Source: an optimization exercise on an open RTL-to-GDS flow (aim: small area, a short achievable clock period and few clock cycles per item). Production flows keep margins and buffers that such runs may drop.
No functional check of the RTL was part of any run shown here.
Power and IR drop assume default switching activity.

==> flow/design.v <==
module fp_carpma(
    input clk_i, rst_i, en_i,
    input [31:0] x1_i, x2_i,
    output [31:0] sonuc_o,
    output done_o
    );
  wire nz1 = |x1_i;
  wire nz2 = |x2_i;
  wire [23:0] ma = {nz1, x1_i[22:0]};
  wire [23:0] mb = {nz2, x2_i[22:0]};
  wire [25:0] bx = {2'b00, mb};
  wire [11:0] ng, one, two;
  genvar g;
  generate for (g = 0; g < 12; g = g + 1) begin : bd
    wire b0 = (g == 0) ? 1'b0 : bx[2*g-1];
    wire b1 = bx[2*g];
    wire b2 = bx[2*g+1];
    assign ng[g] = b2;
    assign one[g] = b1 ^ b0;
    assign two[g] = (b2 & ~b1 & ~b0) | (~b2 & b1 & b0);
  end endgenerate
  wire [24:0] bp0 = (({1'b0, ma} & {25{one[0]}}) | ({ma, 1'b0} & {25{two[0]}})) ^ {25{ng[0]}};
  wire [24:0] bp1 = (({1'b0, ma} & {25{one[1]}}) | ({ma, 1'b0} & {25{two[1]}})) ^ {25{ng[1]}};
  wire [24:0] bp2 = (({1'b0, ma} & {25{one[2]}}) | ({ma, 1'b0} & {25{two[2]}})) ^ {25{ng[2]}};
  wire [24:0] bp3 = (({1'b0, ma} & {25{one[3]}}) | ({ma, 1'b0} & {25{two[3]}})) ^ {25{ng[3]}};
  wire [24:0] bp4 = (({1'b0, ma} & {25{one[4]}}) | ({ma, 1'b0} & {25{two[4]}})) ^ {25{ng[4]}};
  wire [24:0] bp5 = (({1'b0, ma} & {25{one[5]}}) | ({ma, 1'b0} & {25{two[5]}})) ^ {25{ng[5]}};
  wire [24:0] bp6 = (({1'b0, ma} & {25{one[6]}}) | ({ma, 1'b0} & {25{two[6]}})) ^ {25{ng[6]}};
  wire [24:0] bp7 = (({1'b0, ma} & {25{one[7]}}) | ({ma, 1'b0} & {25{two[7]}})) ^ {25{ng[7]}};
  wire [24:0] bp8 = (({1'b0, ma} & {25{one[8]}}) | ({ma, 1'b0} & {25{two[8]}})) ^ {25{ng[8]}};
  wire [24:0] bp9 = (({1'b0, ma} & {25{one[9]}}) | ({ma, 1'b0} & {25{two[9]}})) ^ {25{ng[9]}};
  wire [24:0] bp10 = (({1'b0, ma} & {25{one[10]}}) | ({ma, 1'b0} & {25{two[10]}})) ^ {25{ng[10]}};
  wire [24:0] bp11 = (({1'b0, ma} & {25{one[11]}}) | ({ma, 1'b0} & {25{two[11]}})) ^ {25{ng[11]}};
  wire [23:0] r12 = ma & {24{mb[23]}};
  wire fs0 = ng[1] ^ bp0[2] ^ bp1[0];
  wire fc0 = (ng[1] & bp0[2]) | (ng[1] & bp1[0]) | (bp0[2] & bp1[0]);
  wire fs1 = ng[2] ^ bp0[4] ^ bp1[2];
  wire fc1 = (ng[2] & bp0[4]) | (ng[2] & bp1[2]) | (bp0[4] & bp1[2]);
  wire fs2 = bp0[5] ^ bp1[3] ^ bp2[1];
  wire fc2 = (bp0[5] & bp1[3]) | (bp0[5] & bp2[1]) | (bp1[3] & bp2[1]);
  wire fs3 = ng[3] ^ bp0[6] ^ bp1[4];
  wire fc3 = (ng[3] & bp0[6]) | (ng[3] & bp1[4]) | (bp0[6] & bp1[4]);
  wire fs4 = bp0[7] ^ bp1[5] ^ bp2[3];
  wire fc4 = (bp0[7] & bp1[5]) | (bp0[7] & bp2[3]) | (bp1[5] & bp2[3]);
  wire fs5 = ng[4] ^ bp0[8] ^ bp1[6];
  wire fc5 = (ng[4] & bp0[8]) | (ng[4] & bp1[6]) | (bp0[8] & bp1[6]);
  wire fs6 = bp2[4] ^ bp3[2] ^ bp4[0];
  wire fc6 = (bp2[4] & bp3[2]) | (bp2[4] & bp4[0]) | (bp3[2] & bp4[0]);
  wire fs7 = bp0[9] ^ bp1[7] ^ bp2[5];
  wire fc7 = (bp0[9] & bp1[7]) | (bp0[9] & bp2[5]) | (bp1[7] & bp2[5]);
  wire fs8 = ng[5] ^ bp0[10] ^ bp1[8];
  wire fc8 = (ng[5] & bp0[10]) | (ng[5] & bp1[8]) | (bp0[10] & bp1[8]);
  wire fs9 = bp2[6] ^ bp3[4] ^ bp4[2];
  wire fc9 = (bp2[6] & bp3[4]) | (bp2[6] & bp4[2]) | (bp3[4] & bp4[2]);
  wire fs10 = bp0[11] ^ bp1[9] ^ bp2[7];
  wire fc10 = (bp0[11] & bp1[9]) | (bp0[11] & bp2[7]) | (bp1[9] & bp2[7]);
  wire fs11 = bp3[5] ^ bp4[3] ^ bp5[1];
  wire fc11 = (bp3[5] & bp4[3]) | (bp3[5] & bp5[1]) | (bp4[3] & bp5[1]);
  wire hs0 = ng[6] ^ bp0[12];
  wire hc0 = ng[6] & bp0[12];
  wire hs1 = ng[8] ^ bp0[16];
  wire hc1 = ng[8] & bp0[16];
  wire hs2 = bp0[17] ^ bp1[15];
  wire hc2 = bp0[17] & bp1[15];
  wire fs12 = ng[9] ^ bp0[18] ^ bp1[16];
  wire fc12 = (ng[9] & bp0[18]) | (ng[9] & bp1[16]) | (bp0[18] & bp1[16]);
  wire hs3 = bp2[14] ^ bp3[12];
  wire hc3 = bp2[14] & bp3[12];
  wire fs13 = bp0[19] ^ bp1[17] ^ bp2[15];
  wire fc13 = (bp0[19] & bp1[17]) | (bp0[19] & bp2[15]) | (bp1[17] & bp2[15]);
  wire hs4 = bp3[13] ^ bp4[11];
  wire hc4 = bp3[13] & bp4[11];
  wire fs14 = ng[10] ^ bp0[20] ^ bp10[0];
  wire fc14 = (ng[10] & bp0[20]) | (ng[10] & bp10[0]) | (bp0[20] & bp10[0]);
  wire fs15 = bp1[18] ^ bp2[16] ^ bp3[14];
  wire fc15 = (bp1[18] & bp2[16]) | (bp1[18] & bp3[14]) | (bp2[16] & bp3[14]);
  wire hs5 = bp4[12] ^ bp5[10];
  wire hc5 = bp4[12] & bp5[10];
  wire fs16 = bp0[21] ^ bp10[1] ^ bp1[19];
  wire fc16 = (bp0[21] & bp10[1]) | (bp0[21] & bp1[19]) | (bp10[1] & bp1[19]);
  wire fs17 = bp2[17] ^ bp3[15] ^ bp4[13];
  wire fc17 = (bp2[17] & bp3[15]) | (bp2[17] & bp4[13]) | (bp3[15] & bp4[13]);
  wire hs6 = bp5[11] ^ bp6[9];
  wire hc6 = bp5[11] & bp6[9];
  wire fs18 = ng[11] ^ bp0[22] ^ bp10[2];
  wire fc18 = (ng[11] & bp0[22]) | (ng[11] & bp10[2]) | (bp0[22] & bp10[2]);
  wire fs19 = bp11[0] ^ bp1[20] ^ bp2[18];
  wire fc19 = (bp11[0] & bp1[20]) | (bp11[0] & bp2[18]) | (bp1[20] & bp2[18]);
  wire fs20 = bp3[16] ^ bp4[14] ^ bp5[12];
  wire fc20 = (bp3[16] & bp4[14]) | (bp3[16] & bp5[12]) | (bp4[14] & bp5[12]);
  wire hs7 = bp6[10] ^ bp7[8];
  wire hc7 = bp6[10] & bp7[8];
  wire fs21 = bp0[23] ^ bp10[3] ^ bp11[1];
  wire fc21 = (bp0[23] & bp10[3]) | (bp0[23] & bp11[1]) | (bp10[3] & bp11[1]);
  wire fs22 = bp1[21] ^ bp2[19] ^ bp3[17];
  wire fc22 = (bp1[21] & bp2[19]) | (bp1[21] & bp3[17]) | (bp2[19] & bp3[17]);
  wire fs23 = bp4[15] ^ bp5[13] ^ bp6[11];
  wire fc23 = (bp4[15] & bp5[13]) | (bp4[15] & bp6[11]) | (bp5[13] & bp6[11]);
  wire hs8 = bp7[9] ^ bp8[7];
  wire hc8 = bp7[9] & bp8[7];
  wire fs24 = r12[0] ^ bp0[24] ^ bp10[4];
  wire fc24 = (r12[0] & bp0[24]) | (r12[0] & bp10[4]) | (bp0[24] & bp10[4]);
  wire fs25 = bp11[2] ^ bp1[22] ^ bp2[20];
  wire fc25 = (bp11[2] & bp1[22]) | (bp11[2] & bp2[20]) | (bp1[22] & bp2[20]);
  wire fs26 = bp3[18] ^ bp4[16] ^ bp5[14];
  wire fc26 = (bp3[18] & bp4[16]) | (bp3[18] & bp5[14]) | (bp4[16] & bp5[14]);
  wire fs27 = bp6[12] ^ bp7[10] ^ bp8[8];
  wire fc27 = (bp6[12] & bp7[10]) | (bp6[12] & bp8[8]) | (bp7[10] & bp8[8]);
  wire fs28 = ng[0] ^ r12[1] ^ bp10[5];
  wire fc28 = (ng[0] & r12[1]) | (ng[0] & bp10[5]) | (r12[1] & bp10[5]);
  wire fs29 = bp11[3] ^ bp1[23] ^ bp2[21];
  wire fc29 = (bp11[3] & bp1[23]) | (bp11[3] & bp2[21]) | (bp1[23] & bp2[21]);
  wire fs30 = bp3[19] ^ bp4[17] ^ bp5[15];
  wire fc30 = (bp3[19] & bp4[17]) | (bp3[19] & bp5[15]) | (bp4[17] & bp5[15]);
  wire fs31 = bp6[13] ^ bp7[11] ^ bp8[9];
  wire fc31 = (bp6[13] & bp7[11]) | (bp6[13] & bp8[9]) | (bp7[11] & bp8[9]);
  wire fs32 = ng[0] ^ r12[2] ^ bp10[6];
  wire fc32 = (ng[0] & r12[2]) | (ng[0] & bp10[6]) | (r12[2] & bp10[6]);
  wire fs33 = bp11[4] ^ bp1[24] ^ bp2[22];
  wire fc33 = (bp11[4] & bp1[24]) | (bp11[4] & bp2[22]) | (bp1[24] & bp2[22]);
  wire fs34 = bp3[20] ^ bp4[18] ^ bp5[16];
  wire fc34 = (bp3[20] & bp4[18]) | (bp3[20] & bp5[16]) | (bp4[18] & bp5[16]);
  wire fs35 = bp6[14] ^ bp7[12] ^ bp8[10];
  wire fc35 = (bp6[14] & bp7[12]) | (bp6[14] & bp8[10]) | (bp7[12] & bp8[10]);
  wire fs36 = r12[3] ^ ~ng[0] ^ ~ng[1];
  wire fc36 = (r12[3] & ~ng[0]) | (r12[3] & ~ng[1]) | (~ng[0] & ~ng[1]);
  wire fs37 = bp10[7] ^ bp11[5] ^ bp2[23];
  wire fc37 = (bp10[7] & bp11[5]) | (bp10[7] & bp2[23]) | (bp11[5] & bp2[23]);
  wire fs38 = bp3[21] ^ bp4[19] ^ bp5[17];
  wire fc38 = (bp3[21] & bp4[19]) | (bp3[21] & bp5[17]) | (bp4[19] & bp5[17]);
  wire fs39 = bp6[15] ^ bp7[13] ^ bp8[11];
  wire fc39 = (bp6[15] & bp7[13]) | (bp6[15] & bp8[11]) | (bp7[13] & bp8[11]);
  wire fs40 = 1'b1 ^ r12[4] ^ bp10[8];
  wire fc40 = (1'b1 & r12[4]) | (1'b1 & bp10[8]) | (r12[4] & bp10[8]);
  wire fs41 = bp11[6] ^ bp2[24] ^ bp3[22];
  wire fc41 = (bp11[6] & bp2[24]) | (bp11[6] & bp3[22]) | (bp2[24] & bp3[22]);
  wire fs42 = bp4[20] ^ bp5[18] ^ bp6[16];
  wire fc42 = (bp4[20] & bp5[18]) | (bp4[20] & bp6[16]) | (bp5[18] & bp6[16]);
  wire hs9 = bp7[14] ^ bp8[12];
  wire hc9 = bp7[14] & bp8[12];
  wire fs43 = r12[5] ^ ~ng[2] ^ bp10[9];
  wire fc43 = (r12[5] & ~ng[2]) | (r12[5] & bp10[9]) | (~ng[2] & bp10[9]);
  wire fs44 = bp11[7] ^ bp3[23] ^ bp4[21];
  wire fc44 = (bp11[7] & bp3[23]) | (bp11[7] & bp4[21]) | (bp3[23] & bp4[21]);
  wire fs45 = bp5[19] ^ bp6[17] ^ bp7[15];
  wire fc45 = (bp5[19] & bp6[17]) | (bp5[19] & bp7[15]) | (bp6[17] & bp7[15]);
  wire fs46 = 1'b1 ^ r12[6] ^ bp10[10];
  wire fc46 = (1'b1 & r12[6]) | (1'b1 & bp10[10]) | (r12[6] & bp10[10]);
  wire fs47 = bp11[8] ^ bp3[24] ^ bp4[22];
  wire fc47 = (bp11[8] & bp3[24]) | (bp11[8] & bp4[22]) | (bp3[24] & bp4[22]);
  wire hs10 = bp5[20] ^ bp6[18];
  wire hc10 = bp5[20] & bp6[18];
  wire fs48 = r12[7] ^ ~ng[3] ^ bp10[11];
  wire fc48 = (r12[7] & ~ng[3]) | (r12[7] & bp10[11]) | (~ng[3] & bp10[11]);
  wire fs49 = bp11[9] ^ bp4[23] ^ bp5[21];
  wire fc49 = (bp11[9] & bp4[23]) | (bp11[9] & bp5[21]) | (bp4[23] & bp5[21]);
  wire fs50 = 1'b1 ^ r12[8] ^ bp10[12];
  wire fc50 = (1'b1 & r12[8]) | (1'b1 & bp10[12]) | (r12[8] & bp10[12]);
  wire hs11 = bp11[10] ^ bp4[24];
  wire hc11 = bp11[10] & bp4[24];
  wire fs51 = r12[9] ^ ~ng[4] ^ bp10[13];
  wire fc51 = (r12[9] & ~ng[4]) | (r12[9] & bp10[13]) | (~ng[4] & bp10[13]);
  wire hs12 = 1'b1 ^ r12[10];
  wire hc12 = 1'b1 & r12[10];
  wire fs52 = bp0[3] ^ bp1[1] ^ fc0;
  wire fc52 = (bp0[3] & bp1[1]) | (bp0[3] & fc0) | (bp1[1] & fc0);
  wire fs53 = bp2[2] ^ bp3[0] ^ fc2;
  wire fc53 = (bp2[2] & bp3[0]) | (bp2[2] & fc2) | (bp3[0] & fc2);
  wire fs54 = bp3[1] ^ fc3 ^ fs4;
  wire fc54 = (bp3[1] & fc3) | (bp3[1] & fs4) | (fc3 & fs4);
  wire fs55 = fc4 ^ fs5 ^ fs6;
  wire fc55 = (fc4 & fs5) | (fc4 & fs6) | (fs5 & fs6);
  wire fs56 = bp3[3] ^ bp4[1] ^ fc5;
  wire fc56 = (bp3[3] & bp4[1]) | (bp3[3] & fc5) | (bp4[1] & fc5);
  wire fs57 = bp5[0] ^ fc7 ^ fs8;
  wire fc57 = (bp5[0] & fc7) | (bp5[0] & fs8) | (fc7 & fs8);
  wire fs58 = fc8 ^ fc9 ^ fs10;
  wire fc58 = (fc8 & fc9) | (fc8 & fs10) | (fc9 & fs10);
  wire fs59 = bp1[10] ^ bp2[8] ^ bp3[6];
  wire fc59 = (bp1[10] & bp2[8]) | (bp1[10] & bp3[6]) | (bp2[8] & bp3[6]);
  wire fs60 = bp4[4] ^ bp5[2] ^ bp6[0];
  wire fc60 = (bp4[4] & bp5[2]) | (bp4[4] & bp6[0]) | (bp5[2] & bp6[0]);
  wire fs61 = bp0[13] ^ bp1[11] ^ bp2[9];
  wire fc61 = (bp0[13] & bp1[11]) | (bp0[13] & bp2[9]) | (bp1[11] & bp2[9]);
  wire fs62 = bp3[7] ^ bp4[5] ^ bp5[3];
  wire fc62 = (bp3[7] & bp4[5]) | (bp3[7] & bp5[3]) | (bp4[5] & bp5[3]);
  wire fs63 = ng[7] ^ bp0[14] ^ bp1[12];
  wire fc63 = (ng[7] & bp0[14]) | (ng[7] & bp1[12]) | (bp0[14] & bp1[12]);
  wire fs64 = bp2[10] ^ bp3[8] ^ bp4[6];
  wire fc64 = (bp2[10] & bp3[8]) | (bp2[10] & bp4[6]) | (bp3[8] & bp4[6]);
  wire hs13 = bp5[4] ^ bp6[2];
  wire hc13 = bp5[4] & bp6[2];
  wire fs65 = bp0[15] ^ bp1[13] ^ bp2[11];
  wire fc65 = (bp0[15] & bp1[13]) | (bp0[15] & bp2[11]) | (bp1[13] & bp2[11]);
  wire fs66 = bp3[9] ^ bp4[7] ^ bp5[5];
  wire fc66 = (bp3[9] & bp4[7]) | (bp3[9] & bp5[5]) | (bp4[7] & bp5[5]);
  wire hs14 = bp6[3] ^ bp7[1];
  wire hc14 = bp6[3] & bp7[1];
  wire fs67 = bp1[14] ^ bp2[12] ^ bp3[10];
  wire fc67 = (bp1[14] & bp2[12]) | (bp1[14] & bp3[10]) | (bp2[12] & bp3[10]);
  wire fs68 = bp4[8] ^ bp5[6] ^ bp6[4];
  wire fc68 = (bp4[8] & bp5[6]) | (bp4[8] & bp6[4]) | (bp5[6] & bp6[4]);
  wire fs69 = bp7[2] ^ bp8[0] ^ hs1;
  wire fc69 = (bp7[2] & bp8[0]) | (bp7[2] & hs1) | (bp8[0] & hs1);
  wire fs70 = bp2[13] ^ bp3[11] ^ bp4[9];
  wire fc70 = (bp2[13] & bp3[11]) | (bp2[13] & bp4[9]) | (bp3[11] & bp4[9]);
  wire fs71 = bp5[7] ^ bp6[5] ^ bp7[3];
  wire fc71 = (bp5[7] & bp6[5]) | (bp5[7] & bp7[3]) | (bp6[5] & bp7[3]);
  wire fs72 = bp8[1] ^ hc1 ^ hs2;
  wire fc72 = (bp8[1] & hc1) | (bp8[1] & hs2) | (hc1 & hs2);
  wire fs73 = bp4[10] ^ bp5[8] ^ bp6[6];
  wire fc73 = (bp4[10] & bp5[8]) | (bp4[10] & bp6[6]) | (bp5[8] & bp6[6]);
  wire fs74 = bp7[4] ^ bp8[2] ^ bp9[0];
  wire fc74 = (bp7[4] & bp8[2]) | (bp7[4] & bp9[0]) | (bp8[2] & bp9[0]);
  wire fs75 = hc2 ^ hs3 ^ fs12;
  wire fc75 = (hc2 & hs3) | (hc2 & fs12) | (hs3 & fs12);
  wire fs76 = bp5[9] ^ bp6[7] ^ bp7[5];
  wire fc76 = (bp5[9] & bp6[7]) | (bp5[9] & bp7[5]) | (bp6[7] & bp7[5]);
  wire fs77 = bp8[3] ^ bp9[1] ^ hc3;
  wire fc77 = (bp8[3] & bp9[1]) | (bp8[3] & hc3) | (bp9[1] & hc3);
  wire fs78 = hs4 ^ fc12 ^ fs13;
  wire fc78 = (hs4 & fc12) | (hs4 & fs13) | (fc12 & fs13);
  wire fs79 = bp6[8] ^ bp7[6] ^ bp8[4];
  wire fc79 = (bp6[8] & bp7[6]) | (bp6[8] & bp8[4]) | (bp7[6] & bp8[4]);
  wire fs80 = bp9[2] ^ hc4 ^ hs5;
  wire fc80 = (bp9[2] & hc4) | (bp9[2] & hs5) | (hc4 & hs5);
  wire fs81 = fc13 ^ fs14 ^ fs15;
  wire fc81 = (fc13 & fs14) | (fc13 & fs15) | (fs14 & fs15);
  wire fs82 = bp7[7] ^ bp8[5] ^ bp9[3];
  wire fc82 = (bp7[7] & bp8[5]) | (bp7[7] & bp9[3]) | (bp8[5] & bp9[3]);
  wire fs83 = hc5 ^ hs6 ^ fc14;
  wire fc83 = (hc5 & hs6) | (hc5 & fc14) | (hs6 & fc14);
  wire fs84 = fc15 ^ fs16 ^ fs17;
  wire fc84 = (fc15 & fs16) | (fc15 & fs17) | (fs16 & fs17);
  wire fs85 = bp8[6] ^ bp9[4] ^ hc6;
  wire fc85 = (bp8[6] & bp9[4]) | (bp8[6] & hc6) | (bp9[4] & hc6);
  wire fs86 = hs7 ^ fc16 ^ fc17;
  wire fc86 = (hs7 & fc16) | (hs7 & fc17) | (fc16 & fc17);
  wire fs87 = fs18 ^ fs19 ^ fs20;
  wire fc87 = (fs18 & fs19) | (fs18 & fs20) | (fs19 & fs20);
  wire fs88 = bp9[5] ^ hc7 ^ hs8;
  wire fc88 = (bp9[5] & hc7) | (bp9[5] & hs8) | (hc7 & hs8);
  wire fs89 = fc18 ^ fc19 ^ fc20;
  wire fc89 = (fc18 & fc19) | (fc18 & fc20) | (fc19 & fc20);
  wire fs90 = fs21 ^ fs22 ^ fs23;
  wire fc90 = (fs21 & fs22) | (fs21 & fs23) | (fs22 & fs23);
  wire fs91 = bp9[6] ^ hc8 ^ fc21;
  wire fc91 = (bp9[6] & hc8) | (bp9[6] & fc21) | (hc8 & fc21);
  wire fs92 = fc22 ^ fc23 ^ fs24;
  wire fc92 = (fc22 & fc23) | (fc22 & fs24) | (fc23 & fs24);
  wire fs93 = fs25 ^ fs26 ^ fs27;
  wire fc93 = (fs25 & fs26) | (fs25 & fs27) | (fs26 & fs27);
  wire fs94 = bp9[7] ^ fc24 ^ fc25;
  wire fc94 = (bp9[7] & fc24) | (bp9[7] & fc25) | (fc24 & fc25);
  wire fs95 = fc26 ^ fc27 ^ fs28;
  wire fc95 = (fc26 & fc27) | (fc26 & fs28) | (fc27 & fs28);
  wire fs96 = fs29 ^ fs30 ^ fs31;
  wire fc96 = (fs29 & fs30) | (fs29 & fs31) | (fs30 & fs31);
  wire fs97 = bp9[8] ^ fc28 ^ fc29;
  wire fc97 = (bp9[8] & fc28) | (bp9[8] & fc29) | (fc28 & fc29);
  wire fs98 = fc30 ^ fc31 ^ fs32;
  wire fc98 = (fc30 & fc31) | (fc30 & fs32) | (fc31 & fs32);
  wire fs99 = fs33 ^ fs34 ^ fs35;
  wire fc99 = (fs33 & fs34) | (fs33 & fs35) | (fs34 & fs35);
  wire fs100 = bp9[9] ^ fs36 ^ fc32;
  wire fc100 = (bp9[9] & fs36) | (bp9[9] & fc32) | (fs36 & fc32);
  wire fs101 = fc33 ^ fc34 ^ fc35;
  wire fc101 = (fc33 & fc34) | (fc33 & fc35) | (fc34 & fc35);
  wire fs102 = fs37 ^ fs38 ^ fs39;
  wire fc102 = (fs37 & fs38) | (fs37 & fs39) | (fs38 & fs39);
  wire fs103 = bp9[10] ^ fc36 ^ hs9;
  wire fc103 = (bp9[10] & fc36) | (bp9[10] & hs9) | (fc36 & hs9);
  wire fs104 = fc37 ^ fc38 ^ fc39;
  wire fc104 = (fc37 & fc38) | (fc37 & fc39) | (fc38 & fc39);
  wire fs105 = fs40 ^ fs41 ^ fs42;
  wire fc105 = (fs40 & fs41) | (fs40 & fs42) | (fs41 & fs42);
  wire fs106 = bp8[13] ^ bp9[11] ^ hc9;
  wire fc106 = (bp8[13] & bp9[11]) | (bp8[13] & hc9) | (bp9[11] & hc9);
  wire fs107 = fc40 ^ fc41 ^ fc42;
  wire fc107 = (fc40 & fc41) | (fc40 & fc42) | (fc41 & fc42);
  wire fs108 = fs43 ^ fs44 ^ fs45;
  wire fc108 = (fs43 & fs44) | (fs43 & fs45) | (fs44 & fs45);
  wire fs109 = bp7[16] ^ bp8[14] ^ bp9[12];
  wire fc109 = (bp7[16] & bp8[14]) | (bp7[16] & bp9[12]) | (bp8[14] & bp9[12]);
  wire fs110 = hs10 ^ fc43 ^ fc44;
  wire fc110 = (hs10 & fc43) | (hs10 & fc44) | (fc43 & fc44);
  wire fs111 = fc45 ^ fs46 ^ fs47;
  wire fc111 = (fc45 & fs46) | (fc45 & fs47) | (fs46 & fs47);
  wire fs112 = bp6[19] ^ bp7[17] ^ bp8[15];
  wire fc112 = (bp6[19] & bp7[17]) | (bp6[19] & bp8[15]) | (bp7[17] & bp8[15]);
  wire fs113 = bp9[13] ^ hc10 ^ fc46;
  wire fc113 = (bp9[13] & hc10) | (bp9[13] & fc46) | (hc10 & fc46);
  wire fs114 = fc47 ^ fs48 ^ fs49;
  wire fc114 = (fc47 & fs48) | (fc47 & fs49) | (fs48 & fs49);
  wire fs115 = bp5[22] ^ bp6[20] ^ bp7[18];
  wire fc115 = (bp5[22] & bp6[20]) | (bp5[22] & bp7[18]) | (bp6[20] & bp7[18]);
  wire fs116 = bp8[16] ^ bp9[14] ^ hs11;
  wire fc116 = (bp8[16] & bp9[14]) | (bp8[16] & hs11) | (bp9[14] & hs11);
  wire fs117 = fc48 ^ fc49 ^ fs50;
  wire fc117 = (fc48 & fc49) | (fc48 & fs50) | (fc49 & fs50);
  wire fs118 = bp11[11] ^ bp5[23] ^ bp6[21];
  wire fc118 = (bp11[11] & bp5[23]) | (bp11[11] & bp6[21]) | (bp5[23] & bp6[21]);
  wire fs119 = bp7[19] ^ bp8[17] ^ bp9[15];
  wire fc119 = (bp7[19] & bp8[17]) | (bp7[19] & bp9[15]) | (bp8[17] & bp9[15]);
  wire fs120 = hc11 ^ fc50 ^ fs51;
  wire fc120 = (hc11 & fc50) | (hc11 & fs51) | (fc50 & fs51);
  wire fs121 = bp10[14] ^ bp11[12] ^ bp5[24];
  wire fc121 = (bp10[14] & bp11[12]) | (bp10[14] & bp5[24]) | (bp11[12] & bp5[24]);
  wire fs122 = bp6[22] ^ bp7[20] ^ bp8[18];
  wire fc122 = (bp6[22] & bp7[20]) | (bp6[22] & bp8[18]) | (bp7[20] & bp8[18]);
  wire fs123 = bp9[16] ^ hs12 ^ fc51;
  wire fc123 = (bp9[16] & hs12) | (bp9[16] & fc51) | (hs12 & fc51);
  wire fs124 = r12[11] ^ ~ng[5] ^ bp10[15];
  wire fc124 = (r12[11] & ~ng[5]) | (r12[11] & bp10[15]) | (~ng[5] & bp10[15]);
  wire fs125 = bp11[13] ^ bp6[23] ^ bp7[21];
  wire fc125 = (bp11[13] & bp6[23]) | (bp11[13] & bp7[21]) | (bp6[23] & bp7[21]);
  wire fs126 = bp8[19] ^ bp9[17] ^ hc12;
  wire fc126 = (bp8[19] & bp9[17]) | (bp8[19] & hc12) | (bp9[17] & hc12);
  wire fs127 = 1'b1 ^ r12[12] ^ bp10[16];
  wire fc127 = (1'b1 & r12[12]) | (1'b1 & bp10[16]) | (r12[12] & bp10[16]);
  wire fs128 = bp11[14] ^ bp6[24] ^ bp7[22];
  wire fc128 = (bp11[14] & bp6[24]) | (bp11[14] & bp7[22]) | (bp6[24] & bp7[22]);
  wire hs15 = bp8[20] ^ bp9[18];
  wire hc15 = bp8[20] & bp9[18];
  wire fs129 = r12[13] ^ ~ng[6] ^ bp10[17];
  wire fc129 = (r12[13] & ~ng[6]) | (r12[13] & bp10[17]) | (~ng[6] & bp10[17]);
  wire fs130 = bp11[15] ^ bp7[23] ^ bp8[21];
  wire fc130 = (bp11[15] & bp7[23]) | (bp11[15] & bp8[21]) | (bp7[23] & bp8[21]);
  wire fs131 = 1'b1 ^ r12[14] ^ bp10[18];
  wire fc131 = (1'b1 & r12[14]) | (1'b1 & bp10[18]) | (r12[14] & bp10[18]);
  wire hs16 = bp11[16] ^ bp7[24];
  wire hc16 = bp11[16] & bp7[24];
  wire fs132 = r12[15] ^ ~ng[7] ^ bp10[19];
  wire fc132 = (r12[15] & ~ng[7]) | (r12[15] & bp10[19]) | (~ng[7] & bp10[19]);
  wire hs17 = 1'b1 ^ r12[16];
  wire hc17 = 1'b1 & r12[16];
  wire fs133 = bp2[0] ^ fs1 ^ fc52;
  wire fc133 = (bp2[0] & fs1) | (bp2[0] & fc52) | (fs1 & fc52);
  wire fs134 = fc6 ^ fs7 ^ fc55;
  wire fc134 = (fc6 & fs7) | (fc6 & fc55) | (fs7 & fc55);
  wire fs135 = fs9 ^ fc56 ^ fs57;
  wire fc135 = (fs9 & fc56) | (fs9 & fs57) | (fc56 & fs57);
  wire fs136 = fs11 ^ fc57 ^ fs58;
  wire fc136 = (fs11 & fc57) | (fs11 & fs58) | (fc57 & fs58);
  wire fs137 = hs0 ^ fc10 ^ fc11;
  wire fc137 = (hs0 & fc10) | (hs0 & fc11) | (fc10 & fc11);
  wire hs18 = fs59 ^ fs60;
  wire hc18 = fs59 & fs60;
  wire fs138 = bp6[1] ^ hc0 ^ fc59;
  wire fc138 = (bp6[1] & hc0) | (bp6[1] & fc59) | (hc0 & fc59);
  wire fs139 = fc60 ^ fs61 ^ fs62;
  wire fc139 = (fc60 & fs61) | (fc60 & fs62) | (fs61 & fs62);
  wire fs140 = bp7[0] ^ hs13 ^ fc61;
  wire fc140 = (bp7[0] & hs13) | (bp7[0] & fc61) | (hs13 & fc61);
  wire fs141 = fc62 ^ fs63 ^ fs64;
  wire fc141 = (fc62 & fs63) | (fc62 & fs64) | (fs63 & fs64);
  wire fs142 = hc13 ^ hs14 ^ fc63;
  wire fc142 = (hc13 & hs14) | (hc13 & fc63) | (hs14 & fc63);
  wire fs143 = fc64 ^ fs65 ^ fs66;
  wire fc143 = (fc64 & fs65) | (fc64 & fs66) | (fs65 & fs66);
  wire fs144 = hc14 ^ fc65 ^ fc66;
  wire fc144 = (hc14 & fc65) | (hc14 & fc66) | (fc65 & fc66);
  wire fs145 = fs67 ^ fs68 ^ fs69;
  wire fc145 = (fs67 & fs68) | (fs67 & fs69) | (fs68 & fs69);
  wire fs146 = fc67 ^ fc68 ^ fs70;
  wire fc146 = (fc67 & fc68) | (fc67 & fs70) | (fc68 & fs70);
  wire fs147 = fs71 ^ fc69 ^ fs72;
  wire fc147 = (fs71 & fc69) | (fs71 & fs72) | (fc69 & fs72);
  wire fs148 = fc70 ^ fc71 ^ fs73;
  wire fc148 = (fc70 & fc71) | (fc70 & fs73) | (fc71 & fs73);
  wire fs149 = fs74 ^ fc72 ^ fs75;
  wire fc149 = (fs74 & fc72) | (fs74 & fs75) | (fc72 & fs75);
  wire fs150 = fc73 ^ fc74 ^ fs76;
  wire fc150 = (fc73 & fc74) | (fc73 & fs76) | (fc74 & fs76);
  wire fs151 = fs77 ^ fc75 ^ fs78;
  wire fc151 = (fs77 & fc75) | (fs77 & fs78) | (fc75 & fs78);
  wire fs152 = fc76 ^ fs79 ^ fc77;
  wire fc152 = (fc76 & fs79) | (fc76 & fc77) | (fs79 & fc77);
  wire fs153 = fs80 ^ fc78 ^ fs81;
  wire fc153 = (fs80 & fc78) | (fs80 & fs81) | (fc78 & fs81);
  wire fs154 = fc79 ^ fs82 ^ fc80;
  wire fc154 = (fc79 & fs82) | (fc79 & fc80) | (fs82 & fc80);
  wire fs155 = fc81 ^ fs83 ^ fs84;
  wire fc155 = (fc81 & fs83) | (fc81 & fs84) | (fs83 & fs84);
  wire fs156 = fc82 ^ fs85 ^ fc83;
  wire fc156 = (fc82 & fs85) | (fc82 & fc83) | (fs85 & fc83);
  wire fs157 = fc84 ^ fs86 ^ fs87;
  wire fc157 = (fc84 & fs86) | (fc84 & fs87) | (fs86 & fs87);
  wire fs158 = fc85 ^ fs88 ^ fc86;
  wire fc158 = (fc85 & fs88) | (fc85 & fc86) | (fs88 & fc86);
  wire fs159 = fc87 ^ fs89 ^ fs90;
  wire fc159 = (fc87 & fs89) | (fc87 & fs90) | (fs89 & fs90);
  wire fs160 = fc88 ^ fc89 ^ fc90;
  wire fc160 = (fc88 & fc89) | (fc88 & fc90) | (fc89 & fc90);
  wire fs161 = fs91 ^ fs92 ^ fs93;
  wire fc161 = (fs91 & fs92) | (fs91 & fs93) | (fs92 & fs93);
  wire fs162 = fc91 ^ fc92 ^ fc93;
  wire fc162 = (fc91 & fc92) | (fc91 & fc93) | (fc92 & fc93);
  wire fs163 = fs94 ^ fs95 ^ fs96;
  wire fc163 = (fs94 & fs95) | (fs94 & fs96) | (fs95 & fs96);
  wire fs164 = fc94 ^ fc95 ^ fc96;
  wire fc164 = (fc94 & fc95) | (fc94 & fc96) | (fc95 & fc96);
  wire fs165 = fs97 ^ fs98 ^ fs99;
  wire fc165 = (fs97 & fs98) | (fs97 & fs99) | (fs98 & fs99);
  wire fs166 = fc97 ^ fc98 ^ fc99;
  wire fc166 = (fc97 & fc98) | (fc97 & fc99) | (fc98 & fc99);
  wire fs167 = fs100 ^ fs101 ^ fs102;
  wire fc167 = (fs100 & fs101) | (fs100 & fs102) | (fs101 & fs102);
  wire fs168 = fs103 ^ fc100 ^ fc101;
  wire fc168 = (fs103 & fc100) | (fs103 & fc101) | (fc100 & fc101);
  wire fs169 = fc102 ^ fs104 ^ fs105;
  wire fc169 = (fc102 & fs104) | (fc102 & fs105) | (fs104 & fs105);
  wire fs170 = fc103 ^ fs106 ^ fc104;
  wire fc170 = (fc103 & fs106) | (fc103 & fc104) | (fs106 & fc104);
  wire fs171 = fc105 ^ fs107 ^ fs108;
  wire fc171 = (fc105 & fs107) | (fc105 & fs108) | (fs107 & fs108);
  wire fs172 = fs109 ^ fc106 ^ fc107;
  wire fc172 = (fs109 & fc106) | (fs109 & fc107) | (fc106 & fc107);
  wire fs173 = fc108 ^ fs110 ^ fs111;
  wire fc173 = (fc108 & fs110) | (fc108 & fs111) | (fs110 & fs111);
  wire fs174 = fc109 ^ fs112 ^ fc110;
  wire fc174 = (fc109 & fs112) | (fc109 & fc110) | (fs112 & fc110);
  wire fs175 = fc111 ^ fs113 ^ fs114;
  wire fc175 = (fc111 & fs113) | (fc111 & fs114) | (fs113 & fs114);
  wire fs176 = fc112 ^ fs115 ^ fs116;
  wire fc176 = (fc112 & fs115) | (fc112 & fs116) | (fs115 & fs116);
  wire fs177 = fc113 ^ fc114 ^ fs117;
  wire fc177 = (fc113 & fc114) | (fc113 & fs117) | (fc114 & fs117);
  wire fs178 = fc115 ^ fs118 ^ fs119;
  wire fc178 = (fc115 & fs118) | (fc115 & fs119) | (fs118 & fs119);
  wire fs179 = fc116 ^ fc117 ^ fs120;
  wire fc179 = (fc116 & fc117) | (fc116 & fs120) | (fc117 & fs120);
  wire fs180 = fc118 ^ fc119 ^ fs121;
  wire fc180 = (fc118 & fc119) | (fc118 & fs121) | (fc119 & fs121);
  wire fs181 = fs122 ^ fc120 ^ fs123;
  wire fc181 = (fs122 & fc120) | (fs122 & fs123) | (fc120 & fs123);
  wire fs182 = fc121 ^ fc122 ^ fs124;
  wire fc182 = (fc121 & fc122) | (fc121 & fs124) | (fc122 & fs124);
  wire fs183 = fs125 ^ fs126 ^ fc123;
  wire fc183 = (fs125 & fs126) | (fs125 & fc123) | (fs126 & fc123);
  wire fs184 = hs15 ^ fc124 ^ fc125;
  wire fc184 = (hs15 & fc124) | (hs15 & fc125) | (fc124 & fc125);
  wire fs185 = fc126 ^ fs127 ^ fs128;
  wire fc185 = (fc126 & fs127) | (fc126 & fs128) | (fs127 & fs128);
  wire fs186 = bp9[19] ^ hc15 ^ fc127;
  wire fc186 = (bp9[19] & hc15) | (bp9[19] & fc127) | (hc15 & fc127);
  wire fs187 = fc128 ^ fs129 ^ fs130;
  wire fc187 = (fc128 & fs129) | (fc128 & fs130) | (fs129 & fs130);
  wire fs188 = bp8[22] ^ bp9[20] ^ hs16;
  wire fc188 = (bp8[22] & bp9[20]) | (bp8[22] & hs16) | (bp9[20] & hs16);
  wire fs189 = fc129 ^ fc130 ^ fs131;
  wire fc189 = (fc129 & fc130) | (fc129 & fs131) | (fc130 & fs131);
  wire fs190 = bp11[17] ^ bp8[23] ^ bp9[21];
  wire fc190 = (bp11[17] & bp8[23]) | (bp11[17] & bp9[21]) | (bp8[23] & bp9[21]);
  wire fs191 = hc16 ^ fc131 ^ fs132;
  wire fc191 = (hc16 & fc131) | (hc16 & fs132) | (fc131 & fs132);
  wire fs192 = bp10[20] ^ bp11[18] ^ bp8[24];
  wire fc192 = (bp10[20] & bp11[18]) | (bp10[20] & bp8[24]) | (bp11[18] & bp8[24]);
  wire fs193 = bp9[22] ^ hs17 ^ fc132;
  wire fc193 = (bp9[22] & hs17) | (bp9[22] & fc132) | (hs17 & fc132);
  wire fs194 = r12[17] ^ ~ng[8] ^ bp10[21];
  wire fc194 = (r12[17] & ~ng[8]) | (r12[17] & bp10[21]) | (~ng[8] & bp10[21]);
  wire fs195 = bp11[19] ^ bp9[23] ^ hc17;
  wire fc195 = (bp11[19] & bp9[23]) | (bp11[19] & hc17) | (bp9[23] & hc17);
  wire fs196 = 1'b1 ^ r12[18] ^ bp10[22];
  wire fc196 = (1'b1 & r12[18]) | (1'b1 & bp10[22]) | (r12[18] & bp10[22]);
  wire hs19 = bp11[20] ^ bp9[24];
  wire hc19 = bp11[20] & bp9[24];
  wire fs197 = r12[19] ^ ~ng[9] ^ bp10[23];
  wire fc197 = (r12[19] & ~ng[9]) | (r12[19] & bp10[23]) | (~ng[9] & bp10[23]);
  wire hs20 = 1'b1 ^ r12[20];
  wire hc20 = 1'b1 & r12[20];
  wire fs198 = fc1 ^ fs2 ^ fc133;
  wire fc198 = (fc1 & fs2) | (fc1 & fc133) | (fs2 & fc133);
  wire hs21 = hs18 ^ fc58;
  wire hc21 = hs18 & fc58;
  wire fs199 = hc18 ^ fc137 ^ fs138;
  wire fc199 = (hc18 & fc137) | (hc18 & fs138) | (fc137 & fs138);
  wire fs200 = fc138 ^ fc139 ^ fs140;
  wire fc200 = (fc138 & fc139) | (fc138 & fs140) | (fc139 & fs140);
  wire fs201 = fc140 ^ fc141 ^ fs142;
  wire fc201 = (fc140 & fc141) | (fc140 & fs142) | (fc141 & fs142);
  wire fs202 = fc142 ^ fc143 ^ fs144;
  wire fc202 = (fc142 & fc143) | (fc142 & fs144) | (fc143 & fs144);
  wire fs203 = fc144 ^ fs146 ^ fc145;
  wire fc203 = (fc144 & fs146) | (fc144 & fc145) | (fs146 & fc145);
  wire fs204 = fc146 ^ fs148 ^ fc147;
  wire fc204 = (fc146 & fs148) | (fc146 & fc147) | (fs148 & fc147);
  wire fs205 = fc148 ^ fs150 ^ fc149;
  wire fc205 = (fc148 & fs150) | (fc148 & fc149) | (fs150 & fc149);
  wire fs206 = fc150 ^ fs152 ^ fc151;
  wire fc206 = (fc150 & fs152) | (fc150 & fc151) | (fs152 & fc151);
  wire fs207 = fc152 ^ fs154 ^ fc153;
  wire fc207 = (fc152 & fs154) | (fc152 & fc153) | (fs154 & fc153);
  wire fs208 = fc154 ^ fs156 ^ fc155;
  wire fc208 = (fc154 & fs156) | (fc154 & fc155) | (fs156 & fc155);
  wire fs209 = fc156 ^ fs158 ^ fc157;
  wire fc209 = (fc156 & fs158) | (fc156 & fc157) | (fs158 & fc157);
  wire fs210 = fc158 ^ fc159 ^ fs160;
  wire fc210 = (fc158 & fc159) | (fc158 & fs160) | (fc159 & fs160);
  wire fs211 = fc160 ^ fc161 ^ fs162;
  wire fc211 = (fc160 & fc161) | (fc160 & fs162) | (fc161 & fs162);
  wire fs212 = fc162 ^ fc163 ^ fs164;
  wire fc212 = (fc162 & fc163) | (fc162 & fs164) | (fc163 & fs164);
  wire fs213 = fc164 ^ fc165 ^ fs166;
  wire fc213 = (fc164 & fc165) | (fc164 & fs166) | (fc165 & fs166);
  wire fs214 = fc166 ^ fs168 ^ fc167;
  wire fc214 = (fc166 & fs168) | (fc166 & fc167) | (fs168 & fc167);
  wire fs215 = fc168 ^ fs170 ^ fc169;
  wire fc215 = (fc168 & fs170) | (fc168 & fc169) | (fs170 & fc169);
  wire fs216 = fc170 ^ fs172 ^ fc171;
  wire fc216 = (fc170 & fs172) | (fc170 & fc171) | (fs172 & fc171);
  wire fs217 = fc172 ^ fs174 ^ fc173;
  wire fc217 = (fc172 & fs174) | (fc172 & fc173) | (fs174 & fc173);
  wire fs218 = fs176 ^ fc174 ^ fc175;
  wire fc218 = (fs176 & fc174) | (fs176 & fc175) | (fc174 & fc175);
  wire fs219 = fs178 ^ fc176 ^ fc177;
  wire fc219 = (fs178 & fc176) | (fs178 & fc177) | (fc176 & fc177);
  wire fs220 = fc178 ^ fs180 ^ fc179;
  wire fc220 = (fc178 & fs180) | (fc178 & fc179) | (fs180 & fc179);
  wire fs221 = fc180 ^ fs182 ^ fc181;
  wire fc221 = (fc180 & fs182) | (fc180 & fc181) | (fs182 & fc181);
  wire fs222 = fc182 ^ fs184 ^ fs185;
  wire fc222 = (fc182 & fs184) | (fc182 & fs185) | (fs184 & fs185);
  wire fs223 = fc184 ^ fc185 ^ fs186;
  wire fc223 = (fc184 & fc185) | (fc184 & fs186) | (fc185 & fs186);
  wire fs224 = fs188 ^ fc186 ^ fc187;
  wire fc224 = (fs188 & fc186) | (fs188 & fc187) | (fc186 & fc187);
  wire fs225 = fs190 ^ fc188 ^ fc189;
  wire fc225 = (fs190 & fc188) | (fs190 & fc189) | (fc188 & fc189);
  wire fs226 = fc190 ^ fs192 ^ fc191;
  wire fc226 = (fc190 & fs192) | (fc190 & fc191) | (fs192 & fc191);
  wire fs227 = fc192 ^ fs194 ^ fs195;
  wire fc227 = (fc192 & fs194) | (fc192 & fs195) | (fs194 & fs195);
  wire fs228 = hs19 ^ fc194 ^ fc195;
  wire fc228 = (hs19 & fc194) | (hs19 & fc195) | (fc194 & fc195);
  wire fs229 = bp11[21] ^ hc19 ^ fc196;
  wire fc229 = (bp11[21] & hc19) | (bp11[21] & fc196) | (hc19 & fc196);
  wire fs230 = bp10[24] ^ bp11[22] ^ hs20;
  wire fc230 = (bp10[24] & bp11[22]) | (bp10[24] & hs20) | (bp11[22] & hs20);
  wire fs231 = r12[21] ^ ~ng[10] ^ bp11[23];
  wire fc231 = (r12[21] & ~ng[10]) | (r12[21] & bp11[23]) | (~ng[10] & bp11[23]);
  wire hs22 = 1'b1 ^ r12[22];
  wire hc22 = 1'b1 & r12[22];
  wire fs232 = fs3 ^ fs53 ^ fc198;
  wire fc232 = (fs3 & fs53) | (fs3 & fc198) | (fs53 & fc198);
  wire hs23 = fc53 ^ fs54;
  wire hc23 = fc53 & fs54;
  wire hs24 = fc54 ^ fs55;
  wire hc24 = fc54 & fs55;
  wire hs25 = fs56 ^ fs134;
  wire hc25 = fs56 & fs134;
  wire hs26 = fc134 ^ fs135;
  wire hc26 = fc134 & fs135;
  wire hs27 = fc135 ^ fs136;
  wire hc27 = fc135 & fs136;
  wire fs233 = fs137 ^ hs21 ^ fc136;
  wire fc233 = (fs137 & hs21) | (fs137 & fc136) | (hs21 & fc136);
  wire fs234 = fs139 ^ hc21 ^ fs199;
  wire fc234 = (fs139 & hc21) | (fs139 & fs199) | (hc21 & fs199);
  wire fs235 = fs141 ^ fc199 ^ fs200;
  wire fc235 = (fs141 & fc199) | (fs141 & fs200) | (fc199 & fs200);
  wire fs236 = fs143 ^ fc200 ^ fs201;
  wire fc236 = (fs143 & fc200) | (fs143 & fs201) | (fc200 & fs201);
  wire fs237 = fs145 ^ fc201 ^ fs202;
  wire fc237 = (fs145 & fc201) | (fs145 & fs202) | (fc201 & fs202);
  wire fs238 = fs147 ^ fc202 ^ fs203;
  wire fc238 = (fs147 & fc202) | (fs147 & fs203) | (fc202 & fs203);
  wire fs239 = fs149 ^ fc203 ^ fs204;
  wire fc239 = (fs149 & fc203) | (fs149 & fs204) | (fc203 & fs204);
  wire fs240 = fs151 ^ fc204 ^ fs205;
  wire fc240 = (fs151 & fc204) | (fs151 & fs205) | (fc204 & fs205);
  wire fs241 = fs153 ^ fc205 ^ fs206;
  wire fc241 = (fs153 & fc205) | (fs153 & fs206) | (fc205 & fs206);
  wire fs242 = fs155 ^ fc206 ^ fs207;
  wire fc242 = (fs155 & fc206) | (fs155 & fs207) | (fc206 & fs207);
  wire fs243 = fs157 ^ fc207 ^ fs208;
  wire fc243 = (fs157 & fc207) | (fs157 & fs208) | (fc207 & fs208);
  wire fs244 = fs159 ^ fc208 ^ fs209;
  wire fc244 = (fs159 & fc208) | (fs159 & fs209) | (fc208 & fs209);
  wire fs245 = fs161 ^ fc209 ^ fs210;
  wire fc245 = (fs161 & fc209) | (fs161 & fs210) | (fc209 & fs210);
  wire fs246 = fs163 ^ fc210 ^ fs211;
  wire fc246 = (fs163 & fc210) | (fs163 & fs211) | (fc210 & fs211);
  wire fs247 = fs165 ^ fc211 ^ fs212;
  wire fc247 = (fs165 & fc211) | (fs165 & fs212) | (fc211 & fs212);
  wire fs248 = fs167 ^ fc212 ^ fs213;
  wire fc248 = (fs167 & fc212) | (fs167 & fs213) | (fc212 & fs213);
  wire fs249 = fs169 ^ fc213 ^ fs214;
  wire fc249 = (fs169 & fc213) | (fs169 & fs214) | (fc213 & fs214);
  wire fs250 = fs171 ^ fc214 ^ fs215;
  wire fc250 = (fs171 & fc214) | (fs171 & fs215) | (fc214 & fs215);
  wire fs251 = fs173 ^ fc215 ^ fs216;
  wire fc251 = (fs173 & fc215) | (fs173 & fs216) | (fc215 & fs216);
  wire fs252 = fs175 ^ fc216 ^ fs217;
  wire fc252 = (fs175 & fc216) | (fs175 & fs217) | (fc216 & fs217);
  wire fs253 = fs177 ^ fc217 ^ fs218;
  wire fc253 = (fs177 & fc217) | (fs177 & fs218) | (fc217 & fs218);
  wire fs254 = fs179 ^ fc218 ^ fs219;
  wire fc254 = (fs179 & fc218) | (fs179 & fs219) | (fc218 & fs219);
  wire fs255 = fs181 ^ fc219 ^ fs220;
  wire fc255 = (fs181 & fc219) | (fs181 & fs220) | (fc219 & fs220);
  wire fs256 = fs183 ^ fc220 ^ fs221;
  wire fc256 = (fs183 & fc220) | (fs183 & fs221) | (fc220 & fs221);
  wire fs257 = fc183 ^ fs222 ^ fc221;
  wire fc257 = (fc183 & fs222) | (fc183 & fc221) | (fs222 & fc221);
  wire fs258 = fs187 ^ fc222 ^ fs223;
  wire fc258 = (fs187 & fc222) | (fs187 & fs223) | (fc222 & fs223);
  wire fs259 = fs189 ^ fc223 ^ fs224;
  wire fc259 = (fs189 & fc223) | (fs189 & fs224) | (fc223 & fs224);
  wire fs260 = fs191 ^ fc224 ^ fs225;
  wire fc260 = (fs191 & fc224) | (fs191 & fs225) | (fc224 & fs225);
  wire fs261 = fs193 ^ fc225 ^ fs226;
  wire fc261 = (fs193 & fc225) | (fs193 & fs226) | (fc225 & fs226);
  wire fs262 = fc193 ^ fs227 ^ fc226;
  wire fc262 = (fc193 & fs227) | (fc193 & fc226) | (fs227 & fc226);
  wire fs263 = fs196 ^ fc227 ^ fs228;
  wire fc263 = (fs196 & fc227) | (fs196 & fs228) | (fc227 & fs228);
  wire fs264 = fs197 ^ fc228 ^ fs229;
  wire fc264 = (fs197 & fc228) | (fs197 & fs229) | (fc228 & fs229);
  wire fs265 = fc197 ^ fs230 ^ fc229;
  wire fc265 = (fc197 & fs230) | (fc197 & fc229) | (fs230 & fc229);
  wire fs266 = hc20 ^ fs231 ^ fc230;
  wire fc266 = (hc20 & fs231) | (hc20 & fc230) | (fs231 & fc230);
  wire fs267 = bp11[24] ^ hs22 ^ fc231;
  wire fc267 = (bp11[24] & hs22) | (bp11[24] & fc231) | (hs22 & fc231);
  wire fs268 = r12[23] ^ ~ng[11] ^ hc22;
  wire fc268 = (r12[23] & ~ng[11]) | (r12[23] & hc22) | (~ng[11] & hc22);
  wire [47:0] ts = {fs268, fs267, fs266, fc264, fc263, fs263, fc261, fc260, fc259, fc258, fs258, fc256, fc255, fc254, fc253, fc252, fc251, fc250, fc249, fc248, fc247, fc246, fc245, fc244, fc243, fc242, fc241, fc240, fc239, fc238, fc237, fc236, fc235, fc234, fc233, hc27, hc26, hc25, hc24, hc23, hs23, fs232, fs198, fs133, fs52, fs0, bp0[1], ng[0]};
  wire [47:0] tc = {fc267, fc266, fc265, fs265, fs264, fc262, fs262, fs261, fs260, fs259, fc257, fs257, fs256, fs255, fs254, fs253, fs252, fs251, fs250, fs249, fs248, fs247, fs246, fs245, fs244, fs243, fs242, fs241, fs240, fs239, fs238, fs237, fs236, fs235, fs234, fs233, hs27, hs26, hs25, hs24, fc232, 1'b0, 1'b0, 1'b0, 1'b0, 1'b0, 1'b0, bp0[0]};
  wire [12:0] lo_sum = ts[12-1:0] + tc[12-1:0];
  reg [35:0] s_q, c_q;
  reg cy_q;
  reg [7:0] e_q;
  reg sg_q;
  reg done_q;
  always @(posedge clk_i) begin
    s_q <= ts[47:12];
    c_q <= tc[47:12];
    cy_q <= lo_sum[12];
    e_q <= (nz1 & nz2) ? (x1_i[30:23] + x2_i[30:23] + 8'd129) : 8'd0;
    sg_q <= nz1 & nz2 & (x1_i[31] ^ x2_i[31]);
    done_q <= en_i & ~rst_i;
  end
  wire [36:0] r1 = {s_q, cy_q} + {c_q, cy_q};
  wire [24:0] r = r1[36:12];
  wire [22:0] man = r[24] ? r[23:1] : r[22:0];
  wire [7:0] e_inc = e_q + 8'd1;
  wire [7:0] e = r[24] ? e_inc : e_q;
  assign sonuc_o = {sg_q, e, man};
  assign done_o = done_q;
endmodule
==> flow/run.sh <==
#!/bin/bash
# synth_recipe.tcl (not shown) runs the flow's synth.tcl, then flattens the netlist and writes it again
# the make line also repeats each setting of config.mk as NAME=value (left out here)
make -C /OpenROAD-flow-scripts/flow DESIGN_CONFIG=/design/flow/config.mk WORK_HOME=/design/flow/orfs CLKGATE_MAP_FILE= SYNTH_SCRIPT=/design/flow/synth_recipe.tcl finish
==> flow/config.mk <==
export PLATFORM = sky130hd
export DESIGN_NAME = fp_carpma
export DESIGN_NICKNAME = fp_carpma
export VERILOG_FILES = /design/flow/design.v
export SDC_FILE = /design/flow/constraint.sdc
export NUM_CORES = 4
export LEC_CHECK = 0
export ABC_AREA = 1
export CAP_MARGIN = 20
export CORE_MARGIN = 2
export CORE_UTILIZATION = 40
export SETUP_SLACK_MARGIN = 5
export SLEW_MARGIN = 20
==> flow/constraint.sdc <==
create_clock -name core_clock -period 10.0 [get_ports {clk_i}]
set_input_delay 2.0000 -clock core_clock [delete_from_list [all_inputs] [get_ports {clk_i}]]
set_output_delay 2.0000 -clock core_clock [all_outputs]
set_load 0.01 [all_outputs]
==> results of run 1 <==
==> sequential cells by signal, summed over array words and instances, names as in the netlist <==
signal and cells:
sg_q 1, c_q 36, done_q 1, s_q 36
e_q 8, cy_q 1
==> cell usage after synthesis (all sizes together), types with 8 or more instances <==
| library cell | instances | area, um^2 |
|---|---|---|
| o21ai | 31 | 155 |
| or2 | 15 | 93.8 |
| clkbuf | 74 | 278 |
| a21oi | 45 | 225 |
| o22ai | 241 | 1510 |
| inv | 454 | 1700 |
| buf | 68 | 345 |
| nor2 | 126 | 485 |
| dfxtp | 83 | 1660 |
| nand2 | 422 | 1590 |
| xor2 | 268 | 2350 |
| nor4 | 11 | 75.1 |
| nand3 | 59 | 295 |
| o221ai | 22 | 224 |
| fa | 261 | 5230 |
| nand4 | 8 | 50.1 |
| ha | 84 | 1050 |
==> cell families after synthesis <==
kind of cell,Yosys count
compound gates,350
xor+xnor,274
fa+ha+maj,345
buf+inv,603
flops,83
simple gates,654
==> cells in the final DEF, fill, tap and decap left out, types with 20 or more instances in the layout <==
master,netlist,layout
a21oi_1,45,28
buf_12,0,36
buf_2,30,20
buf_4,8,159
buf_6,3,44
clkinvlp_4,0,22
dfxtp_1,83,82
dlymetal6s2s_1,0,23
fa_1,261,164
fa_2,0,97
ha_1,84,60
inv_1,442,348
inv_2,12,76
nand2_1,419,373
nand2_2,3,20
nand2_4,0,24
nand3_1,59,49
nor2_1,123,87
nor2_4,1,28
o21ai_0,29,23
o22ai_1,241,190
o22ai_2,0,40
xor2_1,268,253
==> cell type report <==
| cell class | instances | area [um^2] |
|---|---|---|
| Fill cell | 3897 | 19000 |
| Clock inverter | 7 | 103 |
| Antenna cell | 1 | 2.50 |
| Clock buffer | 9 | 225 |
| Inverter | 461 | 1930 |
| Timing Repair inverter | 13 | 123 |
| Multi-Input combinational cell | 1635 | 15600 |
| Tap cell | 585 | 732 |
| Sequential cell | 83 | 1660 |
| Timing Repair Buffer | 350 | 3790 |
==> report_power, final <==
part,leakage (uW),switching (uW),internal [uW]
Combinational,0.0108,3470,2470
Sequential,0.000700,85.6,562
Clock,0.000163,161,223
==> layer usage <==
| metal | track usage | routed length, um |
|---|---|---|
| met3 | 0.0811 | 9250 |
| met1 | 0.428 | 28900 |
| met2 | 0.496 | 32500 |
| met4 | 0.195 | 6070 |
| met5 | 0 | 0 |
==> worst paths after layout <==
kind	startpoint	end	cells after the start
worst max-delay path	x1_i[6]	c_q[16]$_DFF_P_	17
worst min-delay path	x1_i[22]	s_q[35]$_DFF_P_	2
==> through the flow <==
step | cells | hold slack, ns | util | cell area [um^2] | power, uW
after global routing | 3144 | 1.95 | 0.561 | 24200 | 7670
after global placement | 2889 | 2.53 | 0.448 | 19300 | 5690
after detailed placement | 2889 | 2.54 | 0.448 | 19300 | 5810
after floorplan | 2309 | 2.07 | - | 18200 | 3940
final | 3144 | 1.95 | 0.561 | 24200 | 6970
after CTS | 3067 | 1.93 | 0.526 | 22700 | 6580
==> repair_timing <==
item / CTS / global route
setup endpoints to repair: 113 / 95
resized for setup: 622 / 233
hold buffers: 0 / 0
setup buffers: 128 / 70
gates cloned: 34 / 6
pin swaps: 171 / 141
==> impl_metrics.yaml, run 1 <==
critical_path:
  crit_family: "adder cells"
  crit_required_ns: 10.25
  slowest_delay_ns: 0.58
  critPathSlowestCell: "fa_2"
  endpoint_kind: "register"
  worst-path-buf-inv: 6
  critPathKind: "in -> reg"
  worstPathArrival_ns: 6.04
  path_max_fanout: 6
  crit_chain: "buf_4 -> nor4_4 -> nand4_1 -> nor2_4 -> buf_12 -> buf_8 -> o21ai_2 -> nand2_1 -> nand2_2 -> fa_2 -> inv_2 -> fa_1 -> fa_2 -> inv_2 -> fa_1 -> inv_2 -> fa_2"
  setup.worst_path.start_class: "input port"
power:
  p_leak_uw: 0.0116
  power.density_mw_per_mm2: 288
  ir_drop_mv: 0.196
cells_and_area:
  drive_above_1_share: 0.309
  syn_to_final_growth_pct: 37.9
  final_nets: 2965
timing:
  relSlewSlack: 0.358
  worstMarginPinSlew_ns: 0.957
  finalHoldViolCount: 0
  fmax_mhz: 173
  setup_ws_ns: 4.21
  slew_viol_final: 0
  rsz0062_at_grt: "true"
  fin_crit_sh: 0.579
  period_minus_slack_ns: 5.79
  setup_viol: 0
  tns_ns: 0
synth:
  synth_nets: 2721
  synthArstFlopShare: 0
  synthCells: 2309
  synthAdderAreaFrac: 0.358
  avgSynthCellArea_um2: 7.60
  ys.flop_type: "dfxtp_1"
  synth_warnings: 1
  synth_compound_area_frac: 0.125
  synth-edff-count: 0
  synthMuxAreaShare: 0
  synth_top_family_by_area: "adder cells"
  ys_seq_area_frac: 0.0947
  synthSimpleGateAreaFrac: 0.152
  ys_ff_latch: 83
  yosys.area_share.xor_xnor: 0.137
  syn_area_mm2: 0.0176
  ys_types: 40
routing:
  route.final.wire_length_mm: 76.8
  drc: 0
  drt_iter0_drc: 2148
  drt_pass1_iterations: 6
  num_vias: 18100
  viasPerCell: 5.75
  post_drt_wl_per_cell_um: 24.4
  antenna_left: 0
die:
  die-area_mm2: 0.0456
  start_util: 0.407
  die_w_um: 213
  io_pins: 100
  rows: 76
  core_area_mm2: 0.0432
  fp.dieH_um: 213
clock_network:
  cts_buffer_depth: 2
  h-tree-depth: 3
  clk_pin_slew_ns: 0.08
  cts_tree: "built"
  clock-sinks: 83
  cts_root_buffer: "clkbuf_16"
  cts-buffers-inserted: 9
outcome:
  status: "complete, no violations"
global_routing:
  grt_max_degree: 26
  grt_usage: 0.329
  first_global_vias: 17600
  grt_pass1_wl_mm: 110
  grt_antenna_before_repair: 5
  grt-ovfl-total: 0
flow_run:
  max-cap-violations: 0
worst_hold_path:
  hold_path_class: "in -> reg"
place:
  dpl_worst_slack_ns: 2.07
  dp_hpwl_mm: 47.9
  place_congestion: 0.918
  portBuffers: 99
==> inputs of run 2 (changes only) <==
--- a/flow/config.mk
+++ b/flow/config.mk
@@ -9,5 +9,5 @@
 export CAP_MARGIN = 20
 export CORE_MARGIN = 2
 export CORE_UTILIZATION = 40
-export SETUP_SLACK_MARGIN = 5
+export SETUP_SLACK_MARGIN = 0
 export SLEW_MARGIN = 20
==> run 2 against run 1 <==
Effect of this change:
- highest routed layer is now met5
- via count is 11% lower
- hold slack better by 0.21 ns
- non-clock buffer count is 208 lower
- sequential share of layout area is 1.8 points higher
- still clean
- largest cell class unchanged
- sequential power is 3.9% lower
==> impl_metrics.yaml, run 2 <==
synth:
  avgSynthCellArea_um2: 7.60
  ys.flop_type: "dfxtp_1"
  synth_warnings: 1
  synth-edff-count: 0
  synth_nets: 2721
  synth_area_leaders: "fa_1 (30%), xor2_1 (13%), dfxtp_1 (9.5%), inv_1 (9.5%), nand2_1 (9.0%)"
  yosysTopAreaCellShare: 0.298
  ys_ff_latch: 83
  synthCells: 2309
  synth_most_common_cell: "inv_1"
  synth_common_cells: "inv_1 (442), nand2_1 (419), xor2_1 (268), fa_1 (261), o22ai_1 (241)"
  ys_types: 40
  syn_area_mm2: 0.0176
  ys_seq_area_frac: 0.0947
  synthArstFlopShare: 0
  synth_largest_area_cell: "fa_1"
cells_and_area:
  final_cell_mix: "inv_1 (442), nand2_1 (419), xor2_1 (268), fa_1 (261), o22ai_1 (241)"
  drive_above_1_share: 0.0409
  largestRegisters: "c_q x36, s_q x36, e_q x8"
  layout_commonest_cell: "inv_1"
  final_nets: 2732
  syn_to_final_growth_pct: 9.79
  fillers: 4432
timing:
  setup_viol: 0
  relSlewSlack: 0.202
  slew_viol_final: 0
  fin_crit_sh: 0.785
  finalHoldViolCount: 0
  tns_ns: 0
  fmax_mhz: 127
  period_minus_slack_ns: 7.85
  worstMarginPinSlew_ns: 1.20
  rsz0062_at_grt: "false"
power:
  p_total_uw: 6060
  power.density_mw_per_mm2: 315
  p_leak_uw: 0.00967
  ir_drop_mv: 0.251
critical_path:
  path_max_fanout: 34
  critPathKind: "in -> reg"
  crit_chain: "clkdlybuf4s50_1 -> inv_1 -> nand2_1 -> nor4_1 -> nand2_1 -> nor2_4 -> inv_2 -> o221ai_1 -> fa_1 -> fa_1 -> fa_1 -> fa_1 -> inv_1 -> fa_1"
  setup.worst_path.start_class: "input port"
  path_common_cell: "fa_1"
  worstPathArrival_ns: 8.08
  slowest_delay_ns: 0.90
  endpoint_kind: "register"
  critPathSlowestCell: "inv_1"
  crit_required_ns: 10.23
clock_network:
  cts_setup_buffers: 0
  postCtsHoldBufs: 0
  ctsResizeCount: 0
  cts-buffers-inserted: 9
  cts_tree: "built"
  clk_pin_slew_ns: 0.07
  cts_buffer_depth: 2
  h-tree-depth: 3
  cts_root_buffer: "clkbuf_16"
  clock-sinks: 83
global_routing:
  first_global_vias: 16100
  grt_pass1_wl_mm: 95.1
  grt_max_degree: 35
  grt_usage: 0.277
  grt_antenna_before_repair: 2
  grt-ovfl-total: 0
flow_run:
  max-cap-violations: 0
worst_hold_path:
  hold_path_class: "in -> reg"
routing:
  drt_pass1_iterations: 6
  drt_iter0_drc: 1649
  route.final.wire_length_mm: 61.7
  antenna_left: 0
  drc: 0
  num_vias: 16000
  viasPerCell: 5.50
  post_drt_wl_per_cell_um: 21.2
die:
  fp.dieH_um: 213
  io_pins: 100
  start_util: 0.407
  rows: 76
  die-area_mm2: 0.0456
  core_area_mm2: 0.0432
  die_w_um: 213
place:
  portBuffers: 99
  dp_hpwl_mm: 46.8
  place_congestion: 0.932
outcome:
  status: "complete, no violations"
## run 2: worst paths after layout
kind  startpoint              end  cells past startpoint
min         en_i   done_q$_DFF_P_                      3
max      x2_i[5]  c_q[20]$_DFF_P_                     14
## run 2: stage by stage
| stage | instance area (um^2) | util | std cells | hold slack, ns | worst slack [ns] |
|---|---|---|---|---|---|
| after floorplan | 17600 | - | 2309 | 2.07 | 4.06 |
| after global placement | 19000 | 0.440 | 2894 | 2.53 | 2.10 |
| after detailed placement | 19000 | 0.440 | 2894 | 2.53 | 1.86 |
| after CTS | 19300 | 0.446 | 2910 | 2.16 | 2.24 |
| after global routing | 19300 | 0.446 | 2910 | 2.21 | 1.95 |
| final | 19300 | 0.446 | 2911 | 2.16 | 2.15 |
## run 2: cell type report
type                       instances  area (um^2)  share of cell area
antenna                            1         2.50            0.000130
clock buffer                       9          225              0.0117
clock inverter                     7         68.8             0.00357
inverter                         461         1730              0.0898
multi-input combinational       1623        13500               0.702
sequential                        83         1660              0.0862
tap                              585          732              0.0380
timing repair buffer             142         1310              0.0682
## run 2: logic make-up (layout without fill, tap and decap cells)
logic type,count (synthesis),after routing,synth area share
flip-flops,83,83,0.0947
AND/OR/NAND/NOR,654,654,0.152
adder cells (fa/ha/maj),345,345,0.358
buffers and inverters,603,619,0.134
XOR/XNOR,274,274,0.137
other,0,1,0
AO/OA/AOI/OAI,350,350,0.125
## run 2: report_power, final
part	internal (uW)	switching, uW	leakage [uW]
registers	561	61.8	0.000700
logic	2020	3100	0.00884
clock network	174	149	0.000137
## run 2: critical path: cells and delay by family
kind            cells  cell delay (ns)
compound gates      1             0.23
fa+ha+maj           5             2.48
buf+inv             4             2.21
simple gates        4             1.13
## run 2: routing by layer
metal,wire [um],GRT usage,up-vias,part of all wire
met3,6550,0.0570,141,0.11
met5,13,0,-,0.00021
met4,2370,0.102,2,0.038
met2,27100,0.432,897,0.44
li1,-,-,7244,-
met1,25600,0.380,7716,0.42

-- separate check: timing with driven ports --
The results above use ideal ports. As a check the final layouts listed here were re-extracted and re-timed, cells and wires unchanged. Step 1 (the two cells are an assumption about what drives the block):
set clk [get_ports {clk_i}]
set_driving_cell -lib_cell sky130_fd_sc_hd__clkbuf_16 $clk
set_driving_cell -lib_cell sky130_fd_sc_hd__buf_2 [delete_from_list [all_inputs] $clk]
Step 2 also shifts input and output timing later by t, the mid clock arrival at the registers, as if the neighbouring blocks saw the same clock. Three values: ideal, step 1, step 2; two values: the first two.
run | t, ns | setup slack, ns | cell pins on the clock port's net
run 1 | 0.415 | 4.213 / 4.217 / 3.802 | 1
run 2 | 0.395 | 2.150 / 2.171 / 1.776 | 1
After both steps every run listed still meets setup and hold. The setup slack of run 1, which loses most, moves by +0.004 ns with the drivers and by -0.411 ns with both steps.
